From an optimization exercise on the open Yosys and OpenROAD flow, aimed at small area, a short achievable clock period and few clock cycles; shortcuts taken in it are not production practice. Function was checked by simulation only, so behaviour that the tests miss may differ from the original. Power is estimated from default activity; no workload was simulated.

### flow/design.v
module seq_mult(d, done, clk, a, b, go, reset);
  output [63:0] d;
  output reg done;
  input clk;
  input [31:0] a, b;
  input go, reset;
  reg [31:0] m;               
  reg [31:0] q;               
  reg [31:0] hi;              
  reg [3:0] e1, e2, ng;      
  reg [34:0] s, c;           
  reg [7:0] slo;             
  reg [7:1] clo;             
  reg cin;                    
  reg first;                  
  reg [2:0] cnt;
  function [11:0] benc(input [8:0] v);
    integer i;
    begin
      for (i = 0; i < 4; i = i + 1) begin
        benc[i] = v[2*i+1] ^ v[2*i];
        benc[4+i] = (v[2*i+2] & ~v[2*i+1] & ~v[2*i]) | (~v[2*i+2] & v[2*i+1] & v[2*i]);
        benc[8+i] = v[2*i+2];
      end
    end
  endfunction
  wire [11:0] enc_go = benc({a[8:1], 1'b0});
  wire [11:0] enc_nx = benc({q[16] & ~(cnt == 3'd2), q[15:8]});
  wire [34:0] si = first ? {3'd0, m & {32{q[0]}}} : s;
  wire [34:0] ci = first ? 35'd1 << 34 : c;
  wire [32:0] mx = {1'b0, m};
  wire [32:0] m2 = {m, 1'b0};
  wire [32:0] pp0 = (mx & {33{e1[0]}} | m2 & {33{e2[0]}}) ^ {33{ng[0]}};
  wire [32:0] pp1 = (mx & {33{e1[1]}} | m2 & {33{e2[1]}}) ^ {33{ng[1]}};
  wire [32:0] pp2 = (mx & {33{e1[2]}} | m2 & {33{e2[2]}}) ^ {33{ng[2]}};
  wire [32:0] pp3 = (mx & {33{e1[3]}} | m2 & {33{e2[3]}}) ^ {33{ng[3]}};
  wire hs1;
  wire hc2;
  wire hs3;
  wire hc4;
  wire hs5;
  wire hc6;
  wire hs7;
  wire hc8;
  wire hs9;
  wire hc10;
  wire hs11;
  wire hc12;
  wire hs13;
  wire hc14;
  wire hs15;
  wire hc16;
  wire hs17;
  wire hc18;
  wire hs19;
  wire hc20;
  wire hs21;
  wire hc22;
  wire hs23;
  wire hc24;
  wire hs25;
  wire hc26;
  wire hs27;
  wire hc28;
  wire hs29;
  wire hc30;
  wire hs31;
  wire hc32;
  wire hs33;
  wire hc34;
  wire hs35;
  wire hc36;
  wire hs37;
  wire hc38;
  wire hs39;
  wire hc40;
  wire hs41;
  wire hc42;
  wire hs43;
  wire hc44;
  wire hs45;
  wire hc46;
  wire hs47;
  wire hc48;
  wire hs49;
  wire hc50;
  wire hs51;
  wire hc52;
  wire hs53;
  wire hc54;
  wire hs55;
  wire hc56;
  wire hs57;
  wire hc58;
  wire hs59;
  wire hc60;
  wire fs61;
  wire fc62;
  wire hs63;
  wire hc64;
  wire fs65;
  wire fc66;
  wire hs67;
  wire hc68;
  wire fs69;
  wire fc70;
  wire fs71;
  wire fc72;
  wire fs73;
  wire fc74;
  wire fs75;
  wire fc76;
  wire fs77;
  wire fc78;
  wire fs79;
  wire fc80;
  wire fs81;
  wire fc82;
  wire fs83;
  wire fc84;
  wire fs85;
  wire fc86;
  wire fs87;
  wire fc88;
  wire fs89;
  wire fc90;
  wire fs91;
  wire fc92;
  wire fs93;
  wire fc94;
  wire fs95;
  wire fc96;
  wire fs97;
  wire fc98;
  wire fs99;
  wire fc100;
  wire fs101;
  wire fc102;
  wire fs103;
  wire fc104;
  wire fs105;
  wire fc106;
  wire fs107;
  wire fc108;
  wire fs109;
  wire fc110;
  wire fs111;
  wire fc112;
  wire fs113;
  wire fc114;
  wire fs115;
  wire fc116;
  wire fs117;
  wire fc118;
  wire fs119;
  wire fc120;
  wire fs121;
  wire fc122;
  wire fs123;
  wire fc124;
  wire fs125;
  wire fc126;
  wire fs127;
  wire fc128;
  wire fs129;
  wire fc130;
  wire fs131;
  wire fc132;
  wire fs133;
  wire fc134;
  wire fs135;
  wire fc136;
  wire fs137;
  wire fc138;
  wire fs139;
  wire fc140;
  wire fs141;
  wire fc142;
  wire fs143;
  wire fc144;
  wire fs145;
  wire fc146;
  wire fs147;
  wire fc148;
  wire fs149;
  wire fc150;
  wire fs151;
  wire fc152;
  wire fs153;
  wire fc154;
  wire fs155;
  wire fc156;
  wire fs157;
  wire fc158;
  wire fs159;
  wire fc160;
  wire fs161;
  wire fc162;
  wire fs163;
  wire fc164;
  wire fs165;
  wire fc166;
  wire fs167;
  wire fc168;
  wire fs169;
  wire fc170;
  wire fs171;
  wire fc172;
  wire fs173;
  wire fc174;
  wire fs175;
  wire fc176;
  wire fs177;
  wire fc178;
  wire fs179;
  wire fc180;
  wire fs181;
  wire fc182;
  wire hs183;
  wire hc184;
  wire hs185;
  wire hc186;
  wire hs187;
  wire hc188;
  wire hs189;
  wire hc190;
  wire fs191;
  wire fc192;
  wire fs193;
  wire fc194;
  wire fs195;
  wire fc196;
  wire fs197;
  wire fc198;
  wire fs199;
  wire fc200;
  wire fs201;
  wire fc202;
  wire fs203;
  wire fc204;
  wire fs205;
  wire fc206;
  wire fs207;
  wire fc208;
  wire fs209;
  wire fc210;
  wire fs211;
  wire fc212;
  wire fs213;
  wire fc214;
  wire fs215;
  wire fc216;
  wire fs217;
  wire fc218;
  wire fs219;
  wire fc220;
  wire fs221;
  wire fc222;
  wire fs223;
  wire fc224;
  wire fs225;
  wire fc226;
  wire fs227;
  wire fc228;
  wire fs229;
  wire fc230;
  wire fs231;
  wire fc232;
  wire fs233;
  wire fc234;
  wire fs235;
  wire fc236;
  wire fs237;
  wire fc238;
  wire fs239;
  wire fc240;
  wire fs241;
  wire fc242;
  wire fs243;
  wire fc244;
  wire fs245;
  wire fc246;
  wire fs247;
  wire fc248;
  wire fs249;
  wire fc250;
  wire fs251;
  wire fc252;
  wire fs253;
  wire fc254;
  wire fs255;
  wire fc256;
  wire fs257;
  wire fc258;
  wire fs259;
  wire fc260;
  wire hs261;
  wire hc262;
  wire fs263;
  wire fc264;
  wire fs265;
  wire fc266;
  wire fs267;
  wire fc268;
  wire fs269;
  wire fc270;
  wire fs271;
  wire fc272;
  wire fs273;
  wire fc274;
  wire fs275;
  wire fc276;
  wire fs277;
  wire fc278;
  wire fs279;
  wire fc280;
  wire fs281;
  wire fc282;
  wire fs283;
  wire fc284;
  wire fs285;
  wire fc286;
  wire fs287;
  wire fc288;
  wire fs289;
  wire fc290;
  wire fs291;
  wire fc292;
  wire fs293;
  wire fc294;
  wire fs295;
  wire fc296;
  wire fs297;
  wire fc298;
  wire fs299;
  wire fc300;
  wire fs301;
  wire fc302;
  wire fs303;
  wire fc304;
  wire fs305;
  wire fc306;
  wire fs307;
  wire fc308;
  wire fs309;
  wire fc310;
  wire fs311;
  wire fc312;
  wire fs313;
  wire fc314;
  wire fs315;
  wire fc316;
  wire fs317;
  wire fc318;
  wire fs319;
  wire fc320;
  wire fs321;
  wire fc322;
  wire fs323;
  wire fc324;
  wire fs325;
  wire fc326;
  wire fs327;
  wire fc328;
  wire fs329;
  wire fc330;
  wire fs331;
  wire fc332;
  wire fs333;
  wire fc334;
  wire fs335;
  wire fc336;
  wire fs337;
  wire fc338;
  wire hs339;
  wire hc340;
  assign hs1 = ng[3] ^ ci[7];
  assign hc2 = ng[3] & ci[7];
  assign hs3 = ci[8] ^ si[8];
  assign hc4 = ci[8] & si[8];
  assign hs5 = ci[9] ^ si[9];
  assign hc6 = ci[9] & si[9];
  assign hs7 = ci[10] ^ si[10];
  assign hc8 = ci[10] & si[10];
  assign hs9 = ci[11] ^ si[11];
  assign hc10 = ci[11] & si[11];
  assign hs11 = ci[12] ^ si[12];
  assign hc12 = ci[12] & si[12];
  assign hs13 = ci[13] ^ si[13];
  assign hc14 = ci[13] & si[13];
  assign hs15 = ci[14] ^ si[14];
  assign hc16 = ci[14] & si[14];
  assign hs17 = ci[15] ^ si[15];
  assign hc18 = ci[15] & si[15];
  assign hs19 = ci[16] ^ si[16];
  assign hc20 = ci[16] & si[16];
  assign hs21 = ci[17] ^ si[17];
  assign hc22 = ci[17] & si[17];
  assign hs23 = ci[18] ^ si[18];
  assign hc24 = ci[18] & si[18];
  assign hs25 = ci[19] ^ si[19];
  assign hc26 = ci[19] & si[19];
  assign hs27 = ci[20] ^ si[20];
  assign hc28 = ci[20] & si[20];
  assign hs29 = ci[21] ^ si[21];
  assign hc30 = ci[21] & si[21];
  assign hs31 = ci[22] ^ si[22];
  assign hc32 = ci[22] & si[22];
  assign hs33 = ci[23] ^ si[23];
  assign hc34 = ci[23] & si[23];
  assign hs35 = ci[24] ^ si[24];
  assign hc36 = ci[24] & si[24];
  assign hs37 = ci[25] ^ si[25];
  assign hc38 = ci[25] & si[25];
  assign hs39 = ci[26] ^ si[26];
  assign hc40 = ci[26] & si[26];
  assign hs41 = ci[27] ^ si[27];
  assign hc42 = ci[27] & si[27];
  assign hs43 = ci[28] ^ si[28];
  assign hc44 = ci[28] & si[28];
  assign hs45 = ci[29] ^ si[29];
  assign hc46 = ci[29] & si[29];
  assign hs47 = ci[30] ^ si[30];
  assign hc48 = ci[30] & si[30];
  assign hs49 = ci[31] ^ si[31];
  assign hc50 = ci[31] & si[31];
  assign hs51 = ci[32] ^ si[32];
  assign hc52 = ci[32] & si[32];
  assign hs53 = ci[33] ^ si[33];
  assign hc54 = ci[33] & si[33];
  assign hs55 = ~ng[0] ^ ci[34];
  assign hc56 = ~ng[0] & ci[34];
  assign hs57 = ng[1] ^ ci[3];
  assign hc58 = ng[1] & ci[3];
  assign hs59 = ci[4] ^ si[4];
  assign hc60 = ci[4] & si[4];
  assign fs61 = ng[2] ^ ci[5] ^ si[5];
  assign fc62 = (ng[2] & ci[5]) | (ng[2] & si[5]) | (ci[5] & si[5]);
  assign hs63 = pp0[4] ^ pp1[2];
  assign hc64 = pp0[4] & pp1[2];
  assign fs65 = ci[6] ^ si[6] ^ pp0[5];
  assign fc66 = (ci[6] & si[6]) | (ci[6] & pp0[5]) | (si[6] & pp0[5]);
  assign hs67 = pp1[3] ^ pp2[1];
  assign hc68 = pp1[3] & pp2[1];
  assign fs69 = si[7] ^ pp0[6] ^ pp1[4];
  assign fc70 = (si[7] & pp0[6]) | (si[7] & pp1[4]) | (pp0[6] & pp1[4]);
  assign fs71 = pp2[2] ^ pp3[0] ^ hs1;
  assign fc72 = (pp2[2] & pp3[0]) | (pp2[2] & hs1) | (pp3[0] & hs1);
  assign fs73 = pp0[7] ^ pp1[5] ^ pp2[3];
  assign fc74 = (pp0[7] & pp1[5]) | (pp0[7] & pp2[3]) | (pp1[5] & pp2[3]);
  assign fs75 = pp3[1] ^ hc2 ^ hs3;
  assign fc76 = (pp3[1] & hc2) | (pp3[1] & hs3) | (hc2 & hs3);
  assign fs77 = pp0[8] ^ pp1[6] ^ pp2[4];
  assign fc78 = (pp0[8] & pp1[6]) | (pp0[8] & pp2[4]) | (pp1[6] & pp2[4]);
  assign fs79 = pp3[2] ^ hc4 ^ hs5;
  assign fc80 = (pp3[2] & hc4) | (pp3[2] & hs5) | (hc4 & hs5);
  assign fs81 = pp0[9] ^ pp1[7] ^ pp2[5];
  assign fc82 = (pp0[9] & pp1[7]) | (pp0[9] & pp2[5]) | (pp1[7] & pp2[5]);
  assign fs83 = pp3[3] ^ hc6 ^ hs7;
  assign fc84 = (pp3[3] & hc6) | (pp3[3] & hs7) | (hc6 & hs7);
  assign fs85 = pp0[10] ^ pp1[8] ^ pp2[6];
  assign fc86 = (pp0[10] & pp1[8]) | (pp0[10] & pp2[6]) | (pp1[8] & pp2[6]);
  assign fs87 = pp3[4] ^ hc8 ^ hs9;
  assign fc88 = (pp3[4] & hc8) | (pp3[4] & hs9) | (hc8 & hs9);
  assign fs89 = pp0[11] ^ pp1[9] ^ pp2[7];
  assign fc90 = (pp0[11] & pp1[9]) | (pp0[11] & pp2[7]) | (pp1[9] & pp2[7]);
  assign fs91 = pp3[5] ^ hc10 ^ hs11;
  assign fc92 = (pp3[5] & hc10) | (pp3[5] & hs11) | (hc10 & hs11);
  assign fs93 = pp0[12] ^ pp1[10] ^ pp2[8];
  assign fc94 = (pp0[12] & pp1[10]) | (pp0[12] & pp2[8]) | (pp1[10] & pp2[8]);
  assign fs95 = pp3[6] ^ hc12 ^ hs13;
  assign fc96 = (pp3[6] & hc12) | (pp3[6] & hs13) | (hc12 & hs13);
  assign fs97 = pp0[13] ^ pp1[11] ^ pp2[9];
  assign fc98 = (pp0[13] & pp1[11]) | (pp0[13] & pp2[9]) | (pp1[11] & pp2[9]);
  assign fs99 = pp3[7] ^ hc14 ^ hs15;
  assign fc100 = (pp3[7] & hc14) | (pp3[7] & hs15) | (hc14 & hs15);
  assign fs101 = pp0[14] ^ pp1[12] ^ pp2[10];
  assign fc102 = (pp0[14] & pp1[12]) | (pp0[14] & pp2[10]) | (pp1[12] & pp2[10]);
  assign fs103 = pp3[8] ^ hc16 ^ hs17;
  assign fc104 = (pp3[8] & hc16) | (pp3[8] & hs17) | (hc16 & hs17);
  assign fs105 = pp0[15] ^ pp1[13] ^ pp2[11];
  assign fc106 = (pp0[15] & pp1[13]) | (pp0[15] & pp2[11]) | (pp1[13] & pp2[11]);
  assign fs107 = pp3[9] ^ hc18 ^ hs19;
  assign fc108 = (pp3[9] & hc18) | (pp3[9] & hs19) | (hc18 & hs19);
  assign fs109 = pp0[16] ^ pp1[14] ^ pp2[12];
  assign fc110 = (pp0[16] & pp1[14]) | (pp0[16] & pp2[12]) | (pp1[14] & pp2[12]);
  assign fs111 = pp3[10] ^ hc20 ^ hs21;
  assign fc112 = (pp3[10] & hc20) | (pp3[10] & hs21) | (hc20 & hs21);
  assign fs113 = pp0[17] ^ pp1[15] ^ pp2[13];
  assign fc114 = (pp0[17] & pp1[15]) | (pp0[17] & pp2[13]) | (pp1[15] & pp2[13]);
  assign fs115 = pp3[11] ^ hc22 ^ hs23;
  assign fc116 = (pp3[11] & hc22) | (pp3[11] & hs23) | (hc22 & hs23);
  assign fs117 = pp0[18] ^ pp1[16] ^ pp2[14];
  assign fc118 = (pp0[18] & pp1[16]) | (pp0[18] & pp2[14]) | (pp1[16] & pp2[14]);
  assign fs119 = pp3[12] ^ hc24 ^ hs25;
  assign fc120 = (pp3[12] & hc24) | (pp3[12] & hs25) | (hc24 & hs25);
  assign fs121 = pp0[19] ^ pp1[17] ^ pp2[15];
  assign fc122 = (pp0[19] & pp1[17]) | (pp0[19] & pp2[15]) | (pp1[17] & pp2[15]);
  assign fs123 = pp3[13] ^ hc26 ^ hs27;
  assign fc124 = (pp3[13] & hc26) | (pp3[13] & hs27) | (hc26 & hs27);
  assign fs125 = pp0[20] ^ pp1[18] ^ pp2[16];
  assign fc126 = (pp0[20] & pp1[18]) | (pp0[20] & pp2[16]) | (pp1[18] & pp2[16]);
  assign fs127 = pp3[14] ^ hc28 ^ hs29;
  assign fc128 = (pp3[14] & hc28) | (pp3[14] & hs29) | (hc28 & hs29);
  assign fs129 = pp0[21] ^ pp1[19] ^ pp2[17];
  assign fc130 = (pp0[21] & pp1[19]) | (pp0[21] & pp2[17]) | (pp1[19] & pp2[17]);
  assign fs131 = pp3[15] ^ hc30 ^ hs31;
  assign fc132 = (pp3[15] & hc30) | (pp3[15] & hs31) | (hc30 & hs31);
  assign fs133 = pp0[22] ^ pp1[20] ^ pp2[18];
  assign fc134 = (pp0[22] & pp1[20]) | (pp0[22] & pp2[18]) | (pp1[20] & pp2[18]);
  assign fs135 = pp3[16] ^ hc32 ^ hs33;
  assign fc136 = (pp3[16] & hc32) | (pp3[16] & hs33) | (hc32 & hs33);
  assign fs137 = pp0[23] ^ pp1[21] ^ pp2[19];
  assign fc138 = (pp0[23] & pp1[21]) | (pp0[23] & pp2[19]) | (pp1[21] & pp2[19]);
  assign fs139 = pp3[17] ^ hc34 ^ hs35;
  assign fc140 = (pp3[17] & hc34) | (pp3[17] & hs35) | (hc34 & hs35);
  assign fs141 = pp0[24] ^ pp1[22] ^ pp2[20];
  assign fc142 = (pp0[24] & pp1[22]) | (pp0[24] & pp2[20]) | (pp1[22] & pp2[20]);
  assign fs143 = pp3[18] ^ hc36 ^ hs37;
  assign fc144 = (pp3[18] & hc36) | (pp3[18] & hs37) | (hc36 & hs37);
  assign fs145 = pp0[25] ^ pp1[23] ^ pp2[21];
  assign fc146 = (pp0[25] & pp1[23]) | (pp0[25] & pp2[21]) | (pp1[23] & pp2[21]);
  assign fs147 = pp3[19] ^ hc38 ^ hs39;
  assign fc148 = (pp3[19] & hc38) | (pp3[19] & hs39) | (hc38 & hs39);
  assign fs149 = pp0[26] ^ pp1[24] ^ pp2[22];
  assign fc150 = (pp0[26] & pp1[24]) | (pp0[26] & pp2[22]) | (pp1[24] & pp2[22]);
  assign fs151 = pp3[20] ^ hc40 ^ hs41;
  assign fc152 = (pp3[20] & hc40) | (pp3[20] & hs41) | (hc40 & hs41);
  assign fs153 = pp0[27] ^ pp1[25] ^ pp2[23];
  assign fc154 = (pp0[27] & pp1[25]) | (pp0[27] & pp2[23]) | (pp1[25] & pp2[23]);
  assign fs155 = pp3[21] ^ hc42 ^ hs43;
  assign fc156 = (pp3[21] & hc42) | (pp3[21] & hs43) | (hc42 & hs43);
  assign fs157 = pp0[28] ^ pp1[26] ^ pp2[24];
  assign fc158 = (pp0[28] & pp1[26]) | (pp0[28] & pp2[24]) | (pp1[26] & pp2[24]);
  assign fs159 = pp3[22] ^ hc44 ^ hs45;
  assign fc160 = (pp3[22] & hc44) | (pp3[22] & hs45) | (hc44 & hs45);
  assign fs161 = pp0[29] ^ pp1[27] ^ pp2[25];
  assign fc162 = (pp0[29] & pp1[27]) | (pp0[29] & pp2[25]) | (pp1[27] & pp2[25]);
  assign fs163 = pp3[23] ^ hc46 ^ hs47;
  assign fc164 = (pp3[23] & hc46) | (pp3[23] & hs47) | (hc46 & hs47);
  assign fs165 = pp0[30] ^ pp1[28] ^ pp2[26];
  assign fc166 = (pp0[30] & pp1[28]) | (pp0[30] & pp2[26]) | (pp1[28] & pp2[26]);
  assign fs167 = pp3[24] ^ hc48 ^ hs49;
  assign fc168 = (pp3[24] & hc48) | (pp3[24] & hs49) | (hc48 & hs49);
  assign fs169 = pp0[31] ^ pp1[29] ^ pp2[27];
  assign fc170 = (pp0[31] & pp1[29]) | (pp0[31] & pp2[27]) | (pp1[29] & pp2[27]);
  assign fs171 = pp3[25] ^ hc50 ^ hs51;
  assign fc172 = (pp3[25] & hc50) | (pp3[25] & hs51) | (hc50 & hs51);
  assign fs173 = pp0[32] ^ pp1[30] ^ pp2[28];
  assign fc174 = (pp0[32] & pp1[30]) | (pp0[32] & pp2[28]) | (pp1[30] & pp2[28]);
  assign fs175 = pp3[26] ^ hc52 ^ hs53;
  assign fc176 = (pp3[26] & hc52) | (pp3[26] & hs53) | (hc52 & hs53);
  assign fs177 = si[34] ^ pp1[31] ^ pp2[29];
  assign fc178 = (si[34] & pp1[31]) | (si[34] & pp2[29]) | (pp1[31] & pp2[29]);
  assign fs179 = pp3[27] ^ hc54 ^ hs55;
  assign fc180 = (pp3[27] & hc54) | (pp3[27] & hs55) | (hc54 & hs55);
  assign fs181 = 1'b1 ^ pp1[32] ^ pp2[30];
  assign fc182 = (1'b1 & pp1[32]) | (1'b1 & pp2[30]) | (pp1[32] & pp2[30]);
  assign hs183 = pp3[28] ^ hc56;
  assign hc184 = pp3[28] & hc56;
  assign hs185 = ~ng[1] ^ pp2[31];
  assign hc186 = ~ng[1] & pp2[31];
  assign hs187 = ng[0] ^ ci[1];
  assign hc188 = ng[0] & ci[1];
  assign hs189 = ci[2] ^ si[2];
  assign hc190 = ci[2] & si[2];
  assign fs191 = si[3] ^ pp0[2] ^ pp1[0];
  assign fc192 = (si[3] & pp0[2]) | (si[3] & pp1[0]) | (pp0[2] & pp1[0]);
  assign fs193 = pp0[3] ^ pp1[1] ^ hc58;
  assign fc194 = (pp0[3] & pp1[1]) | (pp0[3] & hc58) | (pp1[1] & hc58);
  assign fs195 = pp2[0] ^ hc60 ^ hs63;
  assign fc196 = (pp2[0] & hc60) | (pp2[0] & hs63) | (hc60 & hs63);
  assign fs197 = fc62 ^ hc64 ^ hs67;
  assign fc198 = (fc62 & hc64) | (fc62 & hs67) | (hc64 & hs67);
  assign fs199 = hc68 ^ fc66 ^ fs69;
  assign fc200 = (hc68 & fc66) | (hc68 & fs69) | (fc66 & fs69);
  assign fs201 = fc70 ^ fc72 ^ fs73;
  assign fc202 = (fc70 & fc72) | (fc70 & fs73) | (fc72 & fs73);
  assign fs203 = fc74 ^ fc76 ^ fs77;
  assign fc204 = (fc74 & fc76) | (fc74 & fs77) | (fc76 & fs77);
  assign fs205 = fc78 ^ fc80 ^ fs81;
  assign fc206 = (fc78 & fc80) | (fc78 & fs81) | (fc80 & fs81);
  assign fs207 = fc82 ^ fc84 ^ fs85;
  assign fc208 = (fc82 & fc84) | (fc82 & fs85) | (fc84 & fs85);
  assign fs209 = fc86 ^ fc88 ^ fs89;
  assign fc210 = (fc86 & fc88) | (fc86 & fs89) | (fc88 & fs89);
  assign fs211 = fc90 ^ fc92 ^ fs93;
  assign fc212 = (fc90 & fc92) | (fc90 & fs93) | (fc92 & fs93);
  assign fs213 = fc94 ^ fc96 ^ fs97;
  assign fc214 = (fc94 & fc96) | (fc94 & fs97) | (fc96 & fs97);
  assign fs215 = fc98 ^ fc100 ^ fs101;
  assign fc216 = (fc98 & fc100) | (fc98 & fs101) | (fc100 & fs101);
  assign fs217 = fc102 ^ fc104 ^ fs105;
  assign fc218 = (fc102 & fc104) | (fc102 & fs105) | (fc104 & fs105);
  assign fs219 = fc106 ^ fc108 ^ fs109;
  assign fc220 = (fc106 & fc108) | (fc106 & fs109) | (fc108 & fs109);
  assign fs221 = fc110 ^ fc112 ^ fs113;
  assign fc222 = (fc110 & fc112) | (fc110 & fs113) | (fc112 & fs113);
  assign fs223 = fc114 ^ fc116 ^ fs117;
  assign fc224 = (fc114 & fc116) | (fc114 & fs117) | (fc116 & fs117);
  assign fs225 = fc118 ^ fc120 ^ fs121;
  assign fc226 = (fc118 & fc120) | (fc118 & fs121) | (fc120 & fs121);
  assign fs227 = fc122 ^ fc124 ^ fs125;
  assign fc228 = (fc122 & fc124) | (fc122 & fs125) | (fc124 & fs125);
  assign fs229 = fc126 ^ fc128 ^ fs129;
  assign fc230 = (fc126 & fc128) | (fc126 & fs129) | (fc128 & fs129);
  assign fs231 = fc130 ^ fc132 ^ fs133;
  assign fc232 = (fc130 & fc132) | (fc130 & fs133) | (fc132 & fs133);
  assign fs233 = fc134 ^ fc136 ^ fs137;
  assign fc234 = (fc134 & fc136) | (fc134 & fs137) | (fc136 & fs137);
  assign fs235 = fc138 ^ fc140 ^ fs141;
  assign fc236 = (fc138 & fc140) | (fc138 & fs141) | (fc140 & fs141);
  assign fs237 = fc142 ^ fc144 ^ fs145;
  assign fc238 = (fc142 & fc144) | (fc142 & fs145) | (fc144 & fs145);
  assign fs239 = fc146 ^ fc148 ^ fs149;
  assign fc240 = (fc146 & fc148) | (fc146 & fs149) | (fc148 & fs149);
  assign fs241 = fc150 ^ fc152 ^ fs153;
  assign fc242 = (fc150 & fc152) | (fc150 & fs153) | (fc152 & fs153);
  assign fs243 = fc154 ^ fc156 ^ fs157;
  assign fc244 = (fc154 & fc156) | (fc154 & fs157) | (fc156 & fs157);
  assign fs245 = fc158 ^ fc160 ^ fs161;
  assign fc246 = (fc158 & fc160) | (fc158 & fs161) | (fc160 & fs161);
  assign fs247 = fc162 ^ fc164 ^ fs165;
  assign fc248 = (fc162 & fc164) | (fc162 & fs165) | (fc164 & fs165);
  assign fs249 = fc166 ^ fc168 ^ fs169;
  assign fc250 = (fc166 & fc168) | (fc166 & fs169) | (fc168 & fs169);
  assign fs251 = fc170 ^ fc172 ^ fs173;
  assign fc252 = (fc170 & fc172) | (fc170 & fs173) | (fc172 & fs173);
  assign fs253 = fc174 ^ fc176 ^ fs177;
  assign fc254 = (fc174 & fc176) | (fc174 & fs177) | (fc176 & fs177);
  assign fs255 = hs183 ^ fc178 ^ fc180;
  assign fc256 = (hs183 & fc178) | (hs183 & fc180) | (fc178 & fc180);
  assign fs257 = pp3[29] ^ hs185 ^ hc184;
  assign fc258 = (pp3[29] & hs185) | (pp3[29] & hc184) | (hs185 & hc184);
  assign fs259 = 1'b1 ^ pp2[32] ^ pp3[30];
  assign fc260 = (1'b1 & pp2[32]) | (1'b1 & pp3[30]) | (pp2[32] & pp3[30]);
  assign hs261 = ci[0] ^ si[0];
  assign hc262 = ci[0] & si[0];
  assign fs263 = si[1] ^ pp0[0] ^ hc262;
  assign fc264 = (si[1] & pp0[0]) | (si[1] & hc262) | (pp0[0] & hc262);
  assign fs265 = pp0[1] ^ hc188 ^ hs189;
  assign fc266 = (pp0[1] & hc188) | (pp0[1] & hs189) | (hc188 & hs189);
  assign fs267 = hc190 ^ hs57 ^ fc266;
  assign fc268 = (hc190 & hs57) | (hc190 & fc266) | (hs57 & fc266);
  assign fs269 = hs59 ^ fc192 ^ fs193;
  assign fc270 = (hs59 & fc192) | (hs59 & fs193) | (fc192 & fs193);
  assign fs271 = fs61 ^ fc194 ^ fs195;
  assign fc272 = (fs61 & fc194) | (fs61 & fs195) | (fc194 & fs195);
  assign fs273 = fs65 ^ fc196 ^ fs197;
  assign fc274 = (fs65 & fc196) | (fs65 & fs197) | (fc196 & fs197);
  assign fs275 = fs71 ^ fc198 ^ fs199;
  assign fc276 = (fs71 & fc198) | (fs71 & fs199) | (fc198 & fs199);
  assign fs277 = fs75 ^ fc200 ^ fs201;
  assign fc278 = (fs75 & fc200) | (fs75 & fs201) | (fc200 & fs201);
  assign fs279 = fs79 ^ fc202 ^ fs203;
  assign fc280 = (fs79 & fc202) | (fs79 & fs203) | (fc202 & fs203);
  assign fs281 = fs83 ^ fc204 ^ fs205;
  assign fc282 = (fs83 & fc204) | (fs83 & fs205) | (fc204 & fs205);
  assign fs283 = fs87 ^ fc206 ^ fs207;
  assign fc284 = (fs87 & fc206) | (fs87 & fs207) | (fc206 & fs207);
  assign fs285 = fs91 ^ fc208 ^ fs209;
  assign fc286 = (fs91 & fc208) | (fs91 & fs209) | (fc208 & fs209);
  assign fs287 = fs95 ^ fc210 ^ fs211;
  assign fc288 = (fs95 & fc210) | (fs95 & fs211) | (fc210 & fs211);
  assign fs289 = fs99 ^ fc212 ^ fs213;
  assign fc290 = (fs99 & fc212) | (fs99 & fs213) | (fc212 & fs213);
  assign fs291 = fs103 ^ fc214 ^ fs215;
  assign fc292 = (fs103 & fc214) | (fs103 & fs215) | (fc214 & fs215);
  assign fs293 = fs107 ^ fc216 ^ fs217;
  assign fc294 = (fs107 & fc216) | (fs107 & fs217) | (fc216 & fs217);
  assign fs295 = fs111 ^ fc218 ^ fs219;
  assign fc296 = (fs111 & fc218) | (fs111 & fs219) | (fc218 & fs219);
  assign fs297 = fs115 ^ fc220 ^ fs221;
  assign fc298 = (fs115 & fc220) | (fs115 & fs221) | (fc220 & fs221);
  assign fs299 = fs119 ^ fc222 ^ fs223;
  assign fc300 = (fs119 & fc222) | (fs119 & fs223) | (fc222 & fs223);
  assign fs301 = fs123 ^ fc224 ^ fs225;
  assign fc302 = (fs123 & fc224) | (fs123 & fs225) | (fc224 & fs225);
  assign fs303 = fs127 ^ fc226 ^ fs227;
  assign fc304 = (fs127 & fc226) | (fs127 & fs227) | (fc226 & fs227);
  assign fs305 = fs131 ^ fc228 ^ fs229;
  assign fc306 = (fs131 & fc228) | (fs131 & fs229) | (fc228 & fs229);
  assign fs307 = fs135 ^ fc230 ^ fs231;
  assign fc308 = (fs135 & fc230) | (fs135 & fs231) | (fc230 & fs231);
  assign fs309 = fs139 ^ fc232 ^ fs233;
  assign fc310 = (fs139 & fc232) | (fs139 & fs233) | (fc232 & fs233);
  assign fs311 = fs143 ^ fc234 ^ fs235;
  assign fc312 = (fs143 & fc234) | (fs143 & fs235) | (fc234 & fs235);
  assign fs313 = fs147 ^ fc236 ^ fs237;
  assign fc314 = (fs147 & fc236) | (fs147 & fs237) | (fc236 & fs237);
  assign fs315 = fs151 ^ fc238 ^ fs239;
  assign fc316 = (fs151 & fc238) | (fs151 & fs239) | (fc238 & fs239);
  assign fs317 = fs155 ^ fc240 ^ fs241;
  assign fc318 = (fs155 & fc240) | (fs155 & fs241) | (fc240 & fs241);
  assign fs319 = fs159 ^ fc242 ^ fs243;
  assign fc320 = (fs159 & fc242) | (fs159 & fs243) | (fc242 & fs243);
  assign fs321 = fs163 ^ fc244 ^ fs245;
  assign fc322 = (fs163 & fc244) | (fs163 & fs245) | (fc244 & fs245);
  assign fs323 = fs167 ^ fc246 ^ fs247;
  assign fc324 = (fs167 & fc246) | (fs167 & fs247) | (fc246 & fs247);
  assign fs325 = fs171 ^ fc248 ^ fs249;
  assign fc326 = (fs171 & fc248) | (fs171 & fs249) | (fc248 & fs249);
  assign fs327 = fs175 ^ fc250 ^ fs251;
  assign fc328 = (fs175 & fc250) | (fs175 & fs251) | (fc250 & fs251);
  assign fs329 = fs179 ^ fc252 ^ fs253;
  assign fc330 = (fs179 & fc252) | (fs179 & fs253) | (fc252 & fs253);
  assign fs331 = fs181 ^ fc254 ^ fs255;
  assign fc332 = (fs181 & fc254) | (fs181 & fs255) | (fc254 & fs255);
  assign fs333 = fc182 ^ fs257 ^ fc256;
  assign fc334 = (fc182 & fs257) | (fc182 & fc256) | (fs257 & fc256);
  assign fs335 = hc186 ^ fs259 ^ fc258;
  assign fc336 = (hc186 & fs259) | (hc186 & fc258) | (fs259 & fc258);
  assign fs337 = ~ng[2] ^ pp3[31] ^ fc260;
  assign fc338 = (~ng[2] & pp3[31]) | (~ng[2] & fc260) | (pp3[31] & fc260);
  assign hs339 = 1'b1 ^ pp3[32];
  assign hc340 = 1'b1 & pp3[32];
  wire [42:0] ts = {1'b0, 1'b1, ~ng[3], fc338, fc336, fc334, fc332, fc330, fc328, fc326, fc324, fc322, fc320, fc318, fc316, fc314, fc312, fc310, fc308, fc306, fc304, fc302, fc300, fc298, fc296, fc294, fc292, fc290, fc288, fc286, fc284, fc282, fc280, fc278, fc276, fc274, fc272, fc270, fc268, fs191, fc264, hs187, hs261};
  wire [42:0] tc = {1'b0, 1'b0, hc340, hs339, fs337, fs335, fs333, fs331, fs329, fs327, fs325, fs323, fs321, fs319, fs317, fs315, fs313, fs311, fs309, fs307, fs305, fs303, fs301, fs299, fs297, fs295, fs293, fs291, fs289, fs287, fs285, fs283, fs281, fs279, fs277, fs275, fs273, fs271, fs269, fs267, fs265, fs263, 1'b0};
  wire [8:0] lo = slo + {clo, cin & ~first};
  wire [39:0] xa = {s[31:0], slo};
  wire [39:0] xb = {c[31:0], clo, cin};
  wire [39:0] kp0 = xa ^ xb;
  wire [39:0] kg0 = xa & xb;
  wire [39:0] kg1 = kg0 | (kp0 & {kg0[38:0], 1'd0});
  wire [39:0] kp1 = kp0 & {kp0[38:0], 1'd0};
  wire [39:0] kg2 = kg1 | (kp1 & {kg1[37:0], 2'd0});
  wire [39:0] kp2 = kp1 & {kp1[37:0], 2'd0};
  wire [39:0] kg3 = kg2 | (kp2 & {kg2[35:0], 4'd0});
  wire [39:0] kp3 = kp2 & {kp2[35:0], 4'd0};
  wire [39:0] kg4 = kg3 | (kp3 & {kg3[31:0], 8'd0});
  wire [39:0] kp4 = kp3 & {kp3[31:0], 8'd0};
  wire [39:0] kg5 = kg4 | (kp4 & {kg4[23:0], 16'd0});
  wire [39:0] kp5 = kp4 & {kp4[23:0], 16'd0};
  wire [39:0] kg6 = kg5 | (kp5 & {kg5[7:0], 32'd0});
  wire [39:0] kp6 = kp5 & {kp5[7:0], 32'd0};
  wire [39:0] sum = kp0 ^ {kg6[38:0], 1'b0};
  wire [31:0] top = sum[39:8];
  always @(posedge clk, posedge reset)
    if (reset)
      done <= 1'b0;
    else if (go)
      done <= 1'b0;
    else if (cnt == 3'd4)
      done <= 1'b1;
  always @(posedge clk)
    if (go) begin
      first <= 1'b1;
      cnt <= 3'd0;
      m <= b;
      q <= a;
      {ng, e2, e1} <= enc_go;
    end else begin
      first <= 1'b0;
      {ng, e2, e1} <= enc_nx;
      if (!done) begin
        cnt <= cnt + 3'd1;
        q <= {lo[7:0], q[31:8]};
      end
    end
  always @(posedge clk) begin
    s <= ts[42:8];
    c <= tc[42:8];
    slo <= ts[7:0];
    clo <= tc[7:1];
    cin <= lo[8] & ~first;
    if (!done && cnt == 3'd4)
      hi <= top;
  end
  assign d = {hi, q};
endmodule
### flow/run.sh
#!/bin/bash
# synth_recipe.tcl (not shown) runs the flow's synth.tcl, then flattens the netlist and writes it again
# the make line also repeats each setting of config.mk as NAME=value (left out here)
make -C /OpenROAD-flow-scripts/flow DESIGN_CONFIG=/design/flow/config.mk WORK_HOME=/design/flow/orfs CLKGATE_MAP_FILE= SYNTH_SCRIPT=/design/flow/synth_recipe.tcl finish
### flow/config.mk
export PLATFORM = sky130hd
export DESIGN_NAME = seq_mult
export DESIGN_NICKNAME = seq_mult
export VERILOG_FILES = /design/flow/design.v
export SDC_FILE = /design/flow/constraint.sdc
export NUM_CORES = 4
export LEC_CHECK = 0
export CAP_MARGIN = 20
export CORE_MARGIN = 2
export CORE_UTILIZATION = 40
export PLACE_DENSITY = 0.6
export SLEW_MARGIN = 20
### flow/constraint.sdc
create_clock -name core_clock -period 3.3 [get_ports {clk}]
set_input_delay 0.6600 -clock core_clock [delete_from_list [all_inputs] [get_ports {clk}]]
set_output_delay 0.6600 -clock core_clock [all_outputs]
set_load 0.01 [all_outputs]
==> results.txt <==
-- kinds of logic (layout without fill, tap and decap cells) --
logic type,after synthesis,count (layout)
AND/OR/NAND/NOR,168,168
adder cells (fa/ha/maj),211,211
multiplexers,25,25
flip-flops,195,195
XOR/XNOR,177,177
buffers and inverters,278,378
AO/OA/AOI/OAI,283,283
-- worst max-delay path by stage --
stage / startpoint / to / slack (ns) / cells past startpoint
6_report: q[0] / c[5] / 0.19 / 9
3_5_place_dp: q[0] / c[10] / 0.25 / 9
4_1_cts: q[0] / c[5] / 0.18 / 9
3_3_place_gp: q[0] / c[20] / 0.27 / 9
5_1_grt: clo[2] / hi[27] / 0.02 / 9
2_1_floorplan: ng[3] / c[10] / 0.15 / 9
-- synthesized netlist by cell type (3+ instances only) --
library cell	n	share of area
o21ai_1	3	0.0011
o21bai_1	4	0.0021
and3_1	5	0.0022
a31oi_1	3	0.0013
mux2_2	24	0.019
inv_1	183	0.048
o21ai_0	30	0.011
fa_1	129	0.18
ha_1	82	0.072
nor2_1	37	0.0098
nand2_1	48	0.013
buf_1	22	0.0058
clkbuf_1	69	0.018
a211oi_1	4	0.0021
edfxtp_1	96	0.20
a22oi_1	126	0.067
xor2_1	15	0.0092
a21o_1	16	0.0084
a2111oi_0	3	0.0018
xnor2_1	162	0.10
a21oi_1	43	0.015
nand4_1	10	0.0044
dfxtp_1	98	0.14
nand3_1	9	0.0032
a22o_1	28	0.017
nor2b_1	39	0.017
clkinv_1	3	0.00079
nor3_1	6	0.0021
-- power groups by stage --
stage	registers (W)	clock network, W	logic (W)
finish	0.00444	0.00215	0.0116
global route	0.00451	0.00229	0.0132
CTS	0.00443	0.00220	0.0117
detailed placement	0.00447	0	0.0116
global placement	0.00448	0	0.0114
floorplan	0.00426	0	0.00816
-- cells in the final DEF, fill, tap and decap left out, types with 4 or more instances in the layout --
cell             netlist  layout
o21ai_0               30      30
a21oi_1               43      43
a22o_1                28      28
inv_1                183     183
fa_1                 129     129
buf_4                  0      26
o21bai_1               4       4
inv_6                  0       5
buf_12                 0       4
a21o_1                16      16
nand4_1               10      10
dfxtp_1               98      98
xnor2_1              162     162
clkbuf_16              0      17
edfxtp_1              96      96
a22oi_1              126     126
nor2_1                37      36
nand2_1               48      48
xor2_1                15      15
nor2b_1               39      39
ha_1                  82      82
a211oi_1               4       4
mux2_2                24      24
clkdlybuf4s50_1        0     130
and3_1                 5       5
nor3_1                 6       6
nand3_1                9       9
-- final cells by class --
type,count,area [sq um],area share
multi-input cells,864,8320,0.500
flip-flops and latches,195,4870,0.293
repair buffers,160,1580,0.0948
inverters,186,698,0.0420
well taps,461,577,0.0347
clock buffers,18,429,0.0258
clock inverters,14,160,0.00963
-- metrics by stage --
step | instances | setup slack [ns] | power, W | area, sq um | util
after global placement | 1866 | 0.271 | 0.0159 | 16000 | 0.454
after detailed placement | 1866 | 0.252 | 0.0160 | 16000 | 0.454
after floorplan | 1337 | 0.146 | 0.0124 | 14200 | -
after CTS | 1898 | 0.183 | 0.0183 | 16600 | 0.471
final | 1898 | 0.188 | 0.0182 | 16600 | 0.471
after global routing | 1898 | 0.0177 | 0.0200 | 16600 | 0.471
-- worst reg2reg max path: cells and delay by family, from the launching register on --
| family | cells | cell delay (ns) |
|---|---|---|
| compound gates | 1 | 0.23 |
| buf+inv | 3 | 0.36 |
| simple gates | 1 | 0.19 |
| flops | 1 | 0.47 |
| fa+ha+maj | 4 | 1.74 |
-- per-layer routing --
metal	track usage	share of wire	wire length, um	vias up
li1	-	-	-	4666
met1	0.289	0.46	16800	4967
met2	0.325	0.45	16700	368
met3	0.0518	0.070	2580	44
met4	0.0573	0.021	761	0
met5	0	0	0	-
-- registers in the layout, indices dropped and copies added, names as in the netlist --
| signal | count |
|---|---|
| cnt | 3 |
| hi | 32 |
| s | 33 |
| first | 1 |
| e2 | 4 |
| slo | 8 |
| q | 32 |
| cin | 1 |
| c | 33 |
| clo | 7 |
| done | 1 |
| e1 | 4 |
| m | 32 |
| ng | 4 |
==> flow_summary.yaml <==
finish:
  fillerInstances: 3270
  diodes: 0
  nNetsFinal: 1702
  drive_gt1_frac: 0.0689
  syn2layout_area_growth_pct: 16.9
critical_path:
  cp-end-kind: "flip-flop"
  crit_chain: "and2_1, buf_4, a22o_1, ha_1, inv_1, fa_1, fa_1, inv_1, fa_1"
  worst-path-max-fanout: 16
  rrSetupSlack_ns: 0.19
  r2r_cells: 9
  cp_slowest_stage_delay_ns: 0.52
  start_kind: "flip-flop"
  cpMostUsedCell: "fa_1"
  criticalPathCategory: "reg2reg"
  crit_slowest_cell: "fa_1"
  cp.arrival_ns: 3.45
  required_ns: 3.64
  critPathBufInv: 3
  regToRegEndpoint: "c[5]"
  crit_family: "adder cells"
  r2r-start: "q[0]"
floorplanning:
  num_rows: 69
  die_h_um: 193
  ios: 132
  die_area_sq_um: 37100
  design.core.area_sq_um: 35300
  start_util: 0.403
  die_w_um: 193
clock_tree:
  cts.sinks: 195
  cts-resized-gates: 0
  cts_setup_buffers: 0
  clock_path_buffers: 2
  cts_tree: "done"
  clkTransAtPathRegs_ns: 0.08
  root_buffer: "clkbuf_16"
  hold_buffers: 0
  insertion_delay_ns: 0.47
  cts-buffers-inserted: 17
  cts.htree.levels: 4
grt:
  grt_pass1_wl_um: 58600
  grt_pass1_vias: 10300
  antenna_found_initial: 0
  grt_use_total: 0.209
  grt_start_max_net_pins: 33
  grt_overflow_total: 0
synth:
  synth-seq-cells: 195
  async_flop_share: 0.00513
  synth_edf_count: 96
  synthMuxAreaShare: 0.0197
  synthSimpleGateAreaFrac: 0.0586
  synthFlopType: "dfxtp_1"
  synth_nets: 1615
  synth_top_family_by_area: "adder cells"
  synth.cell_area_sq_um: 14200
  yosys_warnings: 1
  postSynthAreaPerCell_sq_um: 10.6
  synth.distinct_cells: 59
  ys_seq_area_frac: 0.342
  synth_cells: 1337
  synth_compound_area_frac: 0.143
  synth_xor_area_frac: 0.109
  synth_fa_ha_area_frac: 0.254
power_and_ir_drop:
  p_clk_frac: 0.118
  pwr_density_cell_nw_per_um2: 1090
  intPower_w: 0.00994
  power_switching_w: 0.00824
  leakage_nw: 6.78
  power.share.sequential: 0.244
  vdd_drop_max_uv: 455
  swShare: 0.453
  comb_power_share: 0.638
sta:
  worst_slew_pin_slew_ns: 0.664
  tns_ns: 0
  hold_viol: 0
  post-route-period-util: 0.943
  timing.final.crit_period_ns: 3.11
  skew_ns: 0.0195
  rsz0062_at_grt: "false"
  slew-limit-headroom: 0.546
  finalSetupViolations: 0
  hold_ws_ns: 0.319
  drv_slew: 0
  clock.fmax_mhz: 321
drt:
  first_pass_iters: 7
  ant_nets: 0
  routed_via_density: 5.29
  vias: 10000
  post-route-drc-count: 0
  first_iter_violations: 910
  wl_um: 36900
  routedWlPerCell_um: 19.4
place:
  place.gp.congestion: 0.862
  post-dp-hpwl_um: 27400
  io_buffers: 131
status:
  run_status: "timing/DRC/antenna clean"
job:
  cap_violations: 0
worst_hold_path:
  hold_path.class: "in2async"
Testbench counts, summed over its fixed seeds: cycles 14,408.

-- port drivers added, routing unchanged --
No port has a modelled driver above. Below, the same layout with a new extraction and two added sets of constraints.
Step 1 sets driving cells, clkbuf_16 on the clock port and buf_2 on the other inputs (assumed; they add their load-dependent delay and slew).
Step 2 adds t to the input delays and takes it off the output delays; t is the mean of the earliest and latest rising clock arrival at the registers after step 1. Input paths then give back, and output paths get back, about the clock's delay inside the block.
Slacks: ideal / step 1 / step 2; pairs: ideal / step 1.
shift t [ns]: 0.510
setup slack, ns: 0.188 / 0.188 / 0.188
hold WS [ns]: 0.319 / 0.290 / 0.558
clock arrival spread, ns: 0.019 / 0.019
worst register clock-pin slew, ns: 0.08 / 0.08
After both steps this run still meets setup and hold. For this run, drivers alone change the setup slack by 0.000 ns; drivers and shift together by 0.000 ns.
